This is an optimization exercise on Yosys and OpenROAD, whose aim is small area, a short achievable clock period and few clock cycles per item, not a production implementation. The RTL was checked by simulation tests, not by an equivalence proof against the original design.

==> run R: inputs <==
Design multi, start of the top module:
module multi #(parameter N = 32) (a,b,clk,out,load,done);
  input [N-1:0] a,b;
  input clk,load;
  output [2*N-1:0] out;
  output done;
  reg [144:0] r;
  reg dn;
  wire neg0 = b[1];
  wire one0_0, two0_0, ng0_0;
  benc ue0_0 (b[1], b[0], 1'b0, one0_0, two0_0, ng0_0);
  wire neg1 = b[3];
  wire one1_0, two1_0, ng1_0;
  benc ue1_0 (b[3], b[2], b[1], one1_0, two1_0, ng1_0);
  wire neg2 = b[5];
  wire one2_0, two2_0, ng2_0;
  benc ue2_0 (b[5], b[4], b[3], one2_0, two2_0, ng2_0);
  wire neg3 = b[7];
  wire one3_0, two3_0, ng3_0;
  benc ue3_0 (b[7], b[6], b[5], one3_0, two3_0, ng3_0);
  wire neg4 = b[9];
  wire one4_0, two4_0, ng4_0;
  benc ue4_0 (b[9], b[8], b[7], one4_0, two4_0, ng4_0);
  wire neg5 = b[11];
  wire one5_0, two5_0, ng5_0;
  benc ue5_0 (b[11], b[10], b[9], one5_0, two5_0, ng5_0);
  wire neg6 = b[13];
  wire one6_0, two6_0, ng6_0;
  benc ue6_0 (b[13], b[12], b[11], one6_0, two6_0, ng6_0);
  wire neg7 = b[15];
  wire one7_0, two7_0, ng7_0;
  benc ue7_0 (b[15], b[14], b[13], one7_0, two7_0, ng7_0);
  wire neg8 = b[17];
  wire one8_0, two8_0, ng8_0;
  benc ue8_0 (b[17], b[16], b[15], one8_0, two8_0, ng8_0);
  wire neg9 = b[19];
  wire one9_0, two9_0, ng9_0;
  benc ue9_0 (b[19], b[18], b[17], one9_0, two9_0, ng9_0);
  wire neg10 = b[21];
  wire one10_0, two10_0, ng10_0;
  benc ue10_0 (b[21], b[20], b[19], one10_0, two10_0, ng10_0);
  wire neg11 = b[23];
  wire one11_0, two11_0, ng11_0;
  benc ue11_0 (b[23], b[22], b[21], one11_0, two11_0, ng11_0);
  wire neg12 = b[25];
  ...
export LEC_CHECK = 0
export ABC_AREA = 1
export CAP_MARGIN = 20
export CORE_MARGIN = 2
export CORE_UTILIZATION = 50
export GPL_ROUTABILITY_DRIVEN = 0
export SETUP_SLACK_MARGIN = 0.1
export SLEW_MARGIN = 20
export SYNTH_HIERARCHICAL = 1
create_clock -name core_clock -period 4.0 [get_ports {clk}]
standard.sh (not shown) runs the stock make flow with config.mk's settings and CLKGATE_MAP_FILE= SYNTH_SCRIPT=/design/flow/synth_recipe.tcl, a recipe that flattens the netlist after the stock synthesis.
==> flow/flow/run.sh <==
#!/bin/bash
# The standard layout (standard.sh, every step from synthesis to finish) with one change:
# the buffers that ORFS's buffer_ports puts on every input and output port are
# sky130_fd_sc_hd__buf_2 instead of the tool's default choice, a slow delay cell
# (clkdlybuf4s50_1) that adds about 0.4 ns to the port paths.
set -euo pipefail
export BUFFER_PORTS_ARGS="-buffer_cell sky130_fd_sc_hd__buf_2"
bash standard.sh > standard.log 2>&1
==> run F: changes against run R <==
GPL_ROUTABILITY_DRIVEN = not set   (was 0)
==> run A: changes against run R <==
GPL_ROUTABILITY_DRIVEN = not set   (was 0)
SETUP_SLACK_MARGIN = 0.05   (was 0.1)
==> results.json <==
{
  "use_met3_pct": 8.50,
  "hpwlAfterDp_mm": 76.8,
  "status": "finished clean",
  "critPathMaxFanout": 12,
  "instances_no_fill": 4152,
  "antenna_found_initial": 2,
  "nFillCells": 4811,
  "diodes": 0
}
the above is filed under run R

==> results.json <==
{
  "nFillCells": 4971,
  "instances_no_fill": 4165,
  "status": "finished clean",
  "hpwlAfterDp_mm": 80.7,
  "diodes": 2,
  "critPathMaxFanout": 11,
  "taps": 756
}
the above is filed under run F

==> results.json <==
{
  "status": "finished clean",
  "antenna_found_initial": 0,
  "nFillCells": 4963,
  "instances_no_fill": 4138,
  "critPathMaxFanout": 17
}
the above is filed under run A

Testbench counts of run R, summed over its fixed seeds: cycles 2,048, items 2,048.
Testbench counts of run F, summed over its fixed seeds: cycles 2,048, items 2,048.
Testbench counts of run A, summed over its fixed seeds: cycles 2,048, items 2,048.

* * *

==> job 194 <==
multi, a different RTL version from the one above (not shown whole).
==> flow/config.mk <==
export PLATFORM = sky130hd
export DESIGN_NAME = multi
export DESIGN_NICKNAME = multi
export VERILOG_FILES = /design/flow/design.v
export SDC_FILE = /design/flow/constraint.sdc
export NUM_CORES = 4
export LEC_CHECK = 0
export ABC_AREA = 1
export CAP_MARGIN = 20
export CORE_MARGIN = 2
export CORE_UTILIZATION = 50
export SETUP_SLACK_MARGIN = 0.1
export SLEW_MARGIN = 20
export SYNTH_HIERARCHICAL = 1
==> flow/constraint.sdc <==
create_clock -name core_clock -period 4.0 [get_ports {clk}]
set_input_delay 0.8000 -clock core_clock [delete_from_list [all_inputs] [get_ports {clk}]]
set_output_delay 0.8000 -clock core_clock [all_outputs]
set_load 0.01 [all_outputs]
==> flow/flow/run.sh <==
#!/bin/bash
# The standard layout (standard.sh, every step from synthesis to finish) with two changes:
# - the buffers that ORFS's buffer_ports puts on every input and output port are
#   sky130_fd_sc_hd__buf_2 instead of the tool's default choice, a slow delay cell
#   (clkdlybuf4s50_1) that adds about 0.4 ns to the port paths;
# - after global routing, ORFS's power recovery (repair_timing -recover_power) downsizes
#   gates on paths that have slack to spare.
set -euo pipefail
export BUFFER_PORTS_ARGS="-buffer_cell sky130_fd_sc_hd__buf_2"
export RECOVER_POWER=100
bash standard.sh > standard.log 2>&1
==> job 4461 (differences from job 194) <==
--- a/flow/design.v
+++ b/flow/design.v
@@ -7,13 +7,13 @@
 endmodule
 module multi #(parameter N = 32) (a,b,clk,out,load,done);
   input [N-1:0] a,b;
   input clk,load;
   output [2*N-1:0] out;
   output done;
-  reg [144:0] r;
+  reg [152:0] r;
   reg dn;
   wire neg0 = b[1];
   wire one0_0, two0_0, ng0_0;
   benc ue0_0 (b[1], b[0], 1'b0, one0_0, two0_0, ng0_0);
   wire one0_1, two0_1, ng0_1;
   benc ue0_1 (b[1], b[0], 1'b0, one0_1, two0_1, ng0_1);
@@ -1521,13 +1521,12 @@
   wire s953, c954;
   fa us953 (s837, p15_28, c836, s953, c954);
   wire s955, c956;
   fa us955 (c838, p15_29, s839, s955, c956);
   wire s957, c958;
   fa us957 (p15_30, c840, p14_32, s957, c958);
-  wire [10:0] lo = {1'b0, c854, c852, c850, c848, c846, c844, c842, s841, p0_1, neg0} + {1'b0, s855, s853, s851, s849, s847, s845, s843, p1_0, 1'b0, p0_0};
   always @(posedge clk) begin
     if (load) begin
       dn <= 1'b1;
       r[0] <= s579;
       r[1] <= c758;
       r[2] <= s759;
@@ -1613,69 +1612,77 @@
       r[82] <= s813;
       r[83] <= c812;
       r[84] <= s691;
       r[85] <= c814;
       r[86] <= s815;
       r[87] <= p15_31;
-      r[88] <= lo[10];
-      r[89] <= lo[0];
-      r[90] <= lo[1];
-      r[91] <= lo[2];
-      r[92] <= lo[3];
-      r[93] <= lo[4];
-      r[94] <= lo[5];
-      r[95] <= lo[6];
-      r[96] <= lo[7];
-      r[97] <= lo[8];
-      r[98] <= lo[9];
-      r[99] <= c856;
-      r[100] <= s857;
-      r[101] <= c858;
-      r[102] <= s859;
-      r[103] <= c860;
-      r[104] <= s861;
-      r[105] <= c862;
-      r[106] <= s863;
-      r[107] <= c864;
-      r[108] <= s865;
-      r[109] <= c866;
-      r[110] <= s867;
-      r[111] <= c868;
-      r[112] <= s869;
-      r[113] <= c870;
-      r[114] <= s871;
-      r[115] <= c872;
-      r[116] <= s873;
-      r[117] <= c874;
-      r[118] <= s933;
-      r[119] <= c934;
-      r[120] <= s935;
-      r[121] <= c936;
-      r[122] <= s937;
-      r[123] <= c938;
-      r[124] <= s939;
-      r[125] <= c940;
-      r[126] <= s941;
-      r[127] <= c942;
-      r[128] <= s943;
-      r[129] <= c944;
-      r[130] <= s945;
-      r[131] <= c946;
-      r[132] <= s947;
-      r[133] <= c948;
-      r[134] <= s949;
-      r[135] <= c950;
-      r[136] <= s951;
-      r[137] <= c952;
-      r[138] <= s953;
-      r[139] <= c954;
-      r[140] <= s955;
-      r[141] <= c956;
-      r[142] <= s957;
-      r[143] <= c958;
-      r[144] <= p15_32;
+      r[88] <= neg0;
+      r[89] <= p0_0;
+      r[90] <= p0_1;
+      r[91] <= s841;
+      r[92] <= p1_0;
+      r[93] <= c842;
+      r[94] <= s843;
+      r[95] <= c844;
+      r[96] <= s845;
+      r[97] <= c846;
+      r[98] <= s847;
+      r[99] <= c848;
+      r[100] <= s849;
+      r[101] <= c850;
+      r[102] <= s851;
+      r[103] <= c852;
+      r[104] <= s853;
+      r[105] <= c854;
+      r[106] <= s855;
+      r[107] <= c856;
+      r[108] <= s857;
+      r[109] <= c858;
+      r[110] <= s859;
+      r[111] <= c860;
+      r[112] <= s861;
+      r[113] <= c862;
+      r[114] <= s863;
+      r[115] <= c864;
+      r[116] <= s865;
+      r[117] <= c866;
+      r[118] <= s867;
+      r[119] <= c868;
+      r[120] <= s869;
+      r[121] <= c870;
+      r[122] <= s871;
+      r[123] <= c872;
+      r[124] <= s873;
+      r[125] <= c874;
+      r[126] <= s933;
+      r[127] <= c934;
+      r[128] <= s935;
+      r[129] <= c936;
+      r[130] <= s937;
+      r[131] <= c938;
+      r[132] <= s939;
+      r[133] <= c940;
+      r[134] <= s941;
+      r[135] <= c942;
+      r[136] <= s943;
+      r[137] <= c944;
+      r[138] <= s945;
+      r[139] <= c946;
+      r[140] <= s947;
+      r[141] <= c948;
+      r[142] <= s949;
+      r[143] <= c950;
+      r[144] <= s951;
+      r[145] <= c952;
+      r[146] <= s953;
+      r[147] <= c954;
+      r[148] <= s955;
+      r[149] <= c956;
+      r[150] <= s957;
+      r[151] <= c958;
+      r[152] <= p15_32;
     end
   end
   wire s875, c876;
   fa us875 (r[2], r[0], r[1], s875, c876);
   wire s877, c878;
   fa us877 (r[5], r[3], r[4], s877, c878);
@@ -1732,16 +1739,15 @@
   wire s929, c930;
   fa us929 (r[83], r[81], r[82], s929, c930);
   wire s931, c932;
   fa us931 (r[86], r[84], r[85], s931, c932);
   wire s959 = ~r[87];
   wire c960 = r[87];
-  wire [2*N-1:0] x0 = {1'b1, c960, r[143], r[141], r[139], r[137], r[135], r[133], r[131], r[129], r[127], r[125], r[123], r[121], r[119], c932, c930, c928, c926, c924, c922, c920, c918, c916, c914, c912, c910, c908, c906, c904, c902, c900, c898, c896, c894, c892, c890, c888, c886, c884, c882, c880, c878, c876, r[117], r[115], r[113], r[111], r[109], r[107], r[105], r[103], r[101], r[99], r[98], r[97], r[96], r[95], r[94], r[93], r[92], r[91], r[90], r[89]};
-  wire [2*N-1:0] x1 = {1'b0, r[144], s959, r[142], r[140], r[138], r[136], r[134], r[132], r[130], r[128], r[126], r[124], r[122], r[120], r[118], s931, s929, s927, s925, s923, s921, s919, s917, s915, s913, s911, s909, s907, s905, s903, s901, s899, s897, s895, s893, s891, s889, s887, s885, s883, s881, s879, s877, s875, r[116], r[114], r[112], r[110], r[108], r[106], r[104], r[102], r[100], 1'b0, 1'b0, 1'b0, 1'b0, 1'b0, 1'b0, 1'b0, 1'b0, 1'b0, 1'b0};
-  assign out[9:0] = x0[9:0];
-  assign out[2*N-1:10] = x0[2*N-1:10] + x1[2*N-1:10] + r[88];
+  wire [2*N-1:0] x0 = {1'b1, c960, r[151], r[149], r[147], r[145], r[143], r[141], r[139], r[137], r[135], r[133], r[131], r[129], r[127], c932, c930, c928, c926, c924, c922, c920, c918, c916, c914, c912, c910, c908, c906, c904, c902, c900, c898, c896, c894, c892, c890, c888, c886, c884, c882, c880, c878, c876, r[125], r[123], r[121], r[119], r[117], r[115], r[113], r[111], r[109], r[107], r[105], r[103], r[101], r[99], r[97], r[95], r[93], r[91], r[90], r[88]};
+  wire [2*N-1:0] x1 = {1'b0, r[152], s959, r[150], r[148], r[146], r[144], r[142], r[140], r[138], r[136], r[134], r[132], r[130], r[128], r[126], s931, s929, s927, s925, s923, s921, s919, s917, s915, s913, s911, s909, s907, s905, s903, s901, s899, s897, s895, s893, s891, s889, s887, s885, s883, s881, s879, s877, s875, r[124], r[122], r[120], r[118], r[116], r[114], r[112], r[110], r[108], r[106], r[104], r[102], r[100], r[98], r[96], r[94], r[92], 1'b0, r[89]};
+  assign out = x0 + x1;
   assign done = dn;
 endmodule
 module benc (input b1, input b0, input bm1, output onen, output twon, output neg);
   assign onen = ~(b0 ^ bm1);
   assign twon = ~((b1 & ~b0 & ~bm1) | (~b1 & b0 & bm1));
   assign neg = b1;
==> flow/run.sh (new file) <==
#!/bin/bash
# synth_recipe.tcl (not shown) runs the flow's synth.tcl, then flattens the netlist and writes it again
# the make line also repeats each setting of config.mk as NAME=value (left out here)
make -C /OpenROAD-flow-scripts/flow DESIGN_CONFIG=/design/flow/config.mk WORK_HOME=/design/flow/orfs CLKGATE_MAP_FILE= SYNTH_SCRIPT=/design/flow/synth_recipe.tcl finish
CORE_UTILIZATION = 57   (was 50)
removed: flow/flow/run.sh
removed: flow/standard.sh
==> job 6867 (differences from job 194) <==
==> flow/flow/run.sh (replaced) <==
#!/bin/bash
# The standard layout (standard.sh, every step from synthesis to finish) with one change:
# the buffers that ORFS's buffer_ports puts on every input and output port are
# sky130_fd_sc_hd__buf_2 instead of the tool's default choice, a slow delay cell
# (clkdlybuf4s50_1) that adds about 0.4 ns to the port paths.
set -euo pipefail
export BUFFER_PORTS_ARGS="-buffer_cell sky130_fd_sc_hd__buf_2"
bash standard.sh > standard.log 2>&1
==> job 6891 (differences from job 194) <==
==> flow/run.sh (new file) <==
#!/bin/bash
# synth_recipe.tcl (not shown) runs the flow's synth.tcl, then flattens the netlist and writes it again
# the make line also repeats each setting of config.mk as NAME=value (left out here)
make -C /OpenROAD-flow-scripts/flow DESIGN_CONFIG=/design/flow/config.mk WORK_HOME=/design/flow/orfs CLKGATE_MAP_FILE= SYNTH_SCRIPT=/design/flow/synth_recipe.tcl finish
SETUP_SLACK_MARGIN = 0.15   (was 0.1)
removed: flow/flow/run.sh
removed: flow/standard.sh
==> notes.md <==
Blocking Checks max-capacitance violations, max-slew violations; Max Slew Vio Count 127; routability cong. around 1; status complete, but fails checks; max cap viols 2
[end of results for job 194]
==> notes.md <==
max reg flops 153; Top Usage Layer GRT met2; met1 Track Usage GR 0.508; compound-gate portion of the synthesized area 0.121; Max Slew Vio Count 0; routability cong. 1.02; clk slew on worst S/H paths 0.07 ns; status finished clean; max cap viols 0
[end of results for job 4461]
==> notes.md <==
status finished clean; H-tree levels 4; Detailed Place HPWL 82100 um; cell area after synthesis 29300 um^2; Post-Route M1 WL 43700 um; Max Slew Vio Count 0; largest net degree at the start of global routing between 50 and 60; post-layout min period 3.90 ns
[end of results for job 6891]
==> notes.md <==
status finished clean; Max Slew Vio Count 0; Yosys top cell area share 0.292; total grt overflow 0; clock-cell share of area 0.0158; routability cong. 0.991; met2 global-route usage 0.498; max cap viols 0
[end of results for job 6867]
Testbench counts of job 194, summed over its fixed seeds: cycles 2,048, items 2,048.
Testbench counts of job 4461, summed over its fixed seeds: cycles 2,048, items 2,048.
Testbench counts of job 6867, summed over its fixed seeds: cycles 2,048, items 2,048.
Testbench counts of job 6891, summed over its fixed seeds: cycles 2,048, items 2,048.

## separate check: timing with driven ports
The flow's constraints put no driver on any port. The routed layouts listed below were extracted and timed again, unchanged, in two steps. Step 1 assumes that a clkbuf_16 drives the clock port and a buf_2 every other input. Step 2 times the ports against the registers' clock, not the clock port: input delays grow and output delays shrink by t, the midpoint of the rising clock arrivals with the driver on. Slacks: ideal / step 1 / step 2; pairs: ideal / step 1.
| run | t, ns | slack for setup (ns) | worst data-port slew with drivers (ns) |
|---|---|---|---|
| run R | 0.537 | 0.114 / 0.074 / -0.389 | 0.06 |
| run F | 0.534 | 0.116 / 0.149 / -0.382 | 0.08 |
| run A | 0.534 | 0.104 / 0.091 / -0.401 | 0.07 |
| job 194 | 0.491 | 0.068 / 0.095 / -0.397 | 0.11 |
| job 4461 | 0.543 | 0.049 / -0.015 / -0.423 | 0.05 |
| job 6867 | 0.491 | 0.101 / 0.121 / -0.370 | 0.11 |
| job 6891 | 0.492 | 0.097 / 0.120 / -0.373 | 0.17 |
The setup slack of run A, which loses most, moves by -0.013 ns with the drivers and by -0.505 ns with both steps.
